This design comes from an exercise in tuning for small area on the open sky130 flow, not from production work.
Function was checked by simulation only, so behaviour that the tests miss may differ from the original.
No driver is modelled on the clock port, so clock power and skew are understated where the tree is cut down; a real chip needs a root buffer or a tree.
No activity file was given, so power comes from the tool's default toggle rates.

==> flow/design.v <==
module term_project_top(
    input        CLK,
    input  [7:0] btn_sw,
    output [7:0] seg_COM,
    output [7:0] seg_DATA,
    output [7:0] led
);
    wire rst = btn_sw[3];
    reg  [2:0] bd;           
    reg  [7:0] value;        
    reg  [3:0] cnt;          
    reg  [4:0] idx;          
    reg  [4:0] rcq;          
    wire [4:0] rc = ~rcq;    
    reg  [7:0] P;            
    reg  [7:0] S0, S1, S2, S3, S4, S5, S6, S7;
    wire zr  = btn_sw[0] & ~bd[0];
    wire orr = btn_sw[1] & ~bd[1];
    wire nr  = btn_sw[2] & ~bd[2];
    wire done = idx[4];                 
    wire off  = done & idx[0];          
    wire acc9 = cnt[3] & cnt[0];        
    wire full = cnt[3] & ~cnt[0];       
    wire shift = (zr | orr) & ~full;
    wire bitv  = ~zr;
    wire [7:0] value_n = off ? 8'd0 : shift ? {value[6:0], bitv} : value;
    wire cap  = acc9 & ~done;           
    wire bph  = idx[3];                 
    wire first = (idx[3:0] == 4'd8);    
    wire [7:0] hsum;
    wire [7:0] mul = bph ? S7 : 8'd1;
    rca8 u_h(.a({P[6:0], 1'b0}), .b({8{bitv}} & mul), .s(hsum), .co());
    wire [7:0] P_h = shift ? hsum : P;
    wire ge10;
    wire step = off & ge10;
    wire [7:0] addend  = done ? 8'hF6 : P_h;
    wire [7:0] acc_sum;
    rca8 u_a(.a((bph && !first) || done ? S0 : 8'd0), .b(addend), .s(acc_sum), .co(ge10));
    wire       t9 = P[3] & P[0] & ge10;
    wire [3:0] tinc;
    inc #(4) u_t(.a(P[3:0]), .ci(ge10), .s(tinc));
    wire [3:0] t1 = t9 ? 4'd0 : tinc;
    wire [1:0] h1;
    inc #(2) u_hh(.a(P[5:4]), .ci(t9), .s(h1));
    wire [4:0] rc_n, idx_n;
    wire [3:0] cnt_i;
    inc #(5) u_rc(.a(rc), .ci(1'b1), .s(rc_n));
    inc #(5) u_ix(.a(idx), .ci(cap | (done & ~idx[0])), .s(idx_n));
    inc #(4) u_cn(.a(cnt & {~acc9, 2'b11, ~acc9}), .ci(shift), .s(cnt_i));
    always @(posedge CLK or posedge rst) begin
        if (rst) begin
            bd    <= 3'd0;
            value <= 8'd0;
            cnt   <= 4'd0;
            idx   <= 5'd0;
            rcq   <= 5'd0;
        end else begin
            bd    <= btn_sw[2:0];
            value <= value_n;
            rcq   <= ~rc_n;
            if (nr && full)
                cnt <= 4'd9;
            else
                cnt <= cnt_i;
            idx   <= idx_n;
        end
    end
    always @(posedge CLK) begin
        if (cap || step) begin
            S0 <= acc_sum;
        end
        if (cap) begin
            S1 <= S0; S2 <= S1; S3 <= S2;
            S4 <= S3; S5 <= S4; S6 <= S5; S7 <= S6;
        end
        if (done) begin
            if (!off)
                P <= 8'd0;
            else
                P <= {2'b00, h1, t1};
        end else if (cap && idx_n[3])
            P <= {7'd0, S6[0] & value_n[0]};
        else
            P <= P_h;
    end
    wire       den = off & ~ge10;
    wire [1:0] s   = rc[3:2];
    wire       on  = den & ~rc[4] & ~(rc[3] & rc[2]);
    reg  [3:0] dig;
    always @(*) begin
        case (s)
            2'd0:    dig = S0[3:0];
            2'd1:    dig = P[3:0];
            default: dig = {2'b00, P[5:4]};
        endcase
    end
    reg [6:0] seg;
    always @(*) begin
        case (dig)
            4'd0: seg = 7'b1111110;
            4'd1: seg = 7'b0110000;
            4'd2: seg = 7'b1101101;
            4'd3: seg = 7'b1111001;
            4'd4: seg = 7'b0110011;
            4'd5: seg = 7'b1011011;
            4'd6: seg = 7'b1011111;
            4'd7: seg = 7'b1110000;
            4'd8: seg = 7'b1111111;
            default: seg = 7'b1111011;
        endcase
    end
    assign seg_DATA = {seg & {7{on}}, 1'b0};
    assign seg_COM  = {5'b11111, ~(on & (s == 2'd2)), ~(on & (s == 2'd1)),
                       ~(on & (s == 2'd0))};
    assign led = value;
endmodule
module rca8(
    input  [7:0] a,
    input  [7:0] b,
    output [7:0] s,
    output       co
);
    wire [8:0] c;
    assign co = c[8];
    assign c[0] = 1'b0;
    genvar i;
    generate
        for (i = 0; i < 8; i = i + 1) begin : g
            assign s[i]   = a[i] ^ b[i] ^ c[i];
            assign c[i+1] = (a[i] & b[i]) | (a[i] & c[i]) | (b[i] & c[i]);
        end
    endgenerate
endmodule
module inc #(parameter W = 4) (
    input  [W-1:0] a,
    input          ci,
    output [W-1:0] s
);
    wire [W:0] c;
    assign c[0] = ci;
    genvar i;
    generate
        for (i = 0; i < W; i = i + 1) begin : g
            assign s[i]   = a[i] ^ c[i];
            assign c[i+1] = a[i] & c[i];
        end
    endgenerate
endmodule
==> flow/config.mk <==
export PLATFORM = sky130hd
export DESIGN_NAME = term_project_top
export DESIGN_NICKNAME = term_project_top
export VERILOG_FILES = /design/flow/design.v
export SDC_FILE = /design/flow/constraint.sdc
export NUM_CORES = 4
export LEC_CHECK = 0
export CAP_MARGIN = 20
export CORE_MARGIN = 2
export CORE_UTILIZATION = 40
export CTS_BUF_LIST = sky130_fd_sc_hd__clkbuf_8
export GPL_TIMING_DRIVEN = 0
export SLEW_MARGIN = 20
==> flow/constraint.sdc <==
create_clock -name core_clock -period 12.0 [get_ports {CLK}]
set_input_delay 2.4000 -clock core_clock [delete_from_list [all_inputs] [get_ports {CLK}]]
set_output_delay 2.4000 -clock core_clock [all_outputs]
set_load 0.01 [all_outputs]
standard.sh (not shown) runs the stock make flow with config.mk's settings and CLKGATE_MAP_FILE= SYNTH_SCRIPT=/design/flow/synth_recipe.tcl, a recipe that flattens the netlist after the stock synthesis.
==> flow/flow/run.sh <==
#!/bin/bash
# Layout flow: the standard ORFS flow (standard.sh), with these changes
# that only affect cell area:
#  - Yosys's abc maps the logic with an area-oriented script (flow/abc_area.script)
#    instead of ORFS's delay-oriented one, and full/half adders are left to abc
#    (no ADDER_MAP_FILE step); flip-flops are mapped by dfflibmap before abc
#    exactly as in the standard synthesis, so the registers are unchanged;
#  - the port buffers are sky130_fd_sc_hd__buf_1 (every port still gets one);
#  - the constant outputs share one tie cell per value (SKIP_REPAIR_TIE_FANOUT);
#  - clock tree synthesis inserts no dummy loads, and flow/clk_merge.tcl then
#    regroups its 8 leaf buffers into 6 compact clusters (see that file).
# Each tool's output goes to the ORFS logs under orfs/logs; make's own output
# goes to flow_make.log here.
set -euo pipefail
W=$PWD
F=$W/flow
{
  cat <<TCL
proc abc {args} {
  set i [lsearch \$args -script]
  if {\$i >= 0} { lset args [expr {\$i + 1}] $F/abc_area.script }
  yosys abc {*}\$args
}
TCL
  cat "$W/synth_recipe.tcl"
} > "$W/area_synth.tcl"
bash "$W/standard.sh" \
  SYNTH_SCRIPT="$W/area_synth.tcl" \
  ADDER_MAP_FILE= \
  BUFFER_PORTS_ARGS="-buffer_cell sky130_fd_sc_hd__buf_1" \
  SKIP_REPAIR_TIE_FANOUT=1 \
  POST_CTS_TCL="$F/clk_merge.tcl" \
  CTS_ARGS="-sink_clustering_enable -repair_clock_nets -dont_use_dummy_load -buf_list sky130_fd_sc_hd__clkbuf_8" \
  finish > "$W/flow_make.log" 2>&1
==> flow/flow/abc_area.script <==
strash
resub -K 8
rewrite
refactor
balance
resub -K 10 -N 2
rewrite -z
refactor -z
resub -K 12 -N 2
balance
dch -f
amap
topo
Other scripts of this flow, unchanged in this note and not shown: flow/flow/clk_merge.tcl
Next try:
--- a/flow/config.mk
+++ b/flow/config.mk
@@ -10 +10 @@
-export CORE_UTILIZATION = 40
+export CORE_UTILIZATION = 85
@@ -12 +11,0 @@
-export GPL_TIMING_DRIVEN = 0
What happened: The changed run went through all stages and came out clean. Sequential share of layout area climbs by 2.6 points. Wire length climbs by about 60%. Final cell count drops by about 17%.
Next try:
==> flow/flow/abc_area.script (replaced) <==
strash
resub -K 8
rewrite
refactor
balance
resub -K 10 -N 2
dch -f
amap
topo
--- a/flow/config.mk
+++ b/flow/config.mk
@@ -10 +10 @@
-export CORE_UTILIZATION = 85
+export CORE_UTILIZATION = 75
Result: The new run passed the timing, design-rule and antenna checks. Via count goes down by 18%. Global-route usage goes down by 19 points. Cell area goes up by 0.72%. Power goes down by 5.8%. Setup slack gains 1500 ps. Fmax goes up by 17%. Flip-flop and latch count does not change.

[static timing again, ports no longer ideal]
The flow's constraints put no driver on any port. The routed layouts listed below were extracted and timed again, unchanged, in two steps. Step 1 assumes that a clkbuf_16 drives the clock port and a buf_2 every other input. Step 2, shift: input delay + t, output delay - t, t = (earliest + latest rising clock arrival at the registers) / 2. This alone moves slack from input paths to output paths. Slacks: ideal ports / drivers / drivers and shift; pairs: ideal ports / drivers.
| run | shift t [ns] | setup WS [ns] | worst setup path at the end | worst slew at a driven data input, ns | cell pins on the clock port's net |
|---|---|---|---|---|---|
| the first run | 0.456 | 2.497 / 2.471 / 2.471 | input to output | 0.03 | 1 |
| the second run | 0.458 | 1.667 / 1.642 / 1.642 | input to output | 0.04 | 1 |
| the third run | 0.430 | 3.145 / 3.122 / 3.122 | input to output | 0.03 | 1 |
After both steps setup and hold are still met in every run listed. For the first run, which loses most, drivers alone change the setup slack by -0.026 ns; drivers and shift together by -0.026 ns.
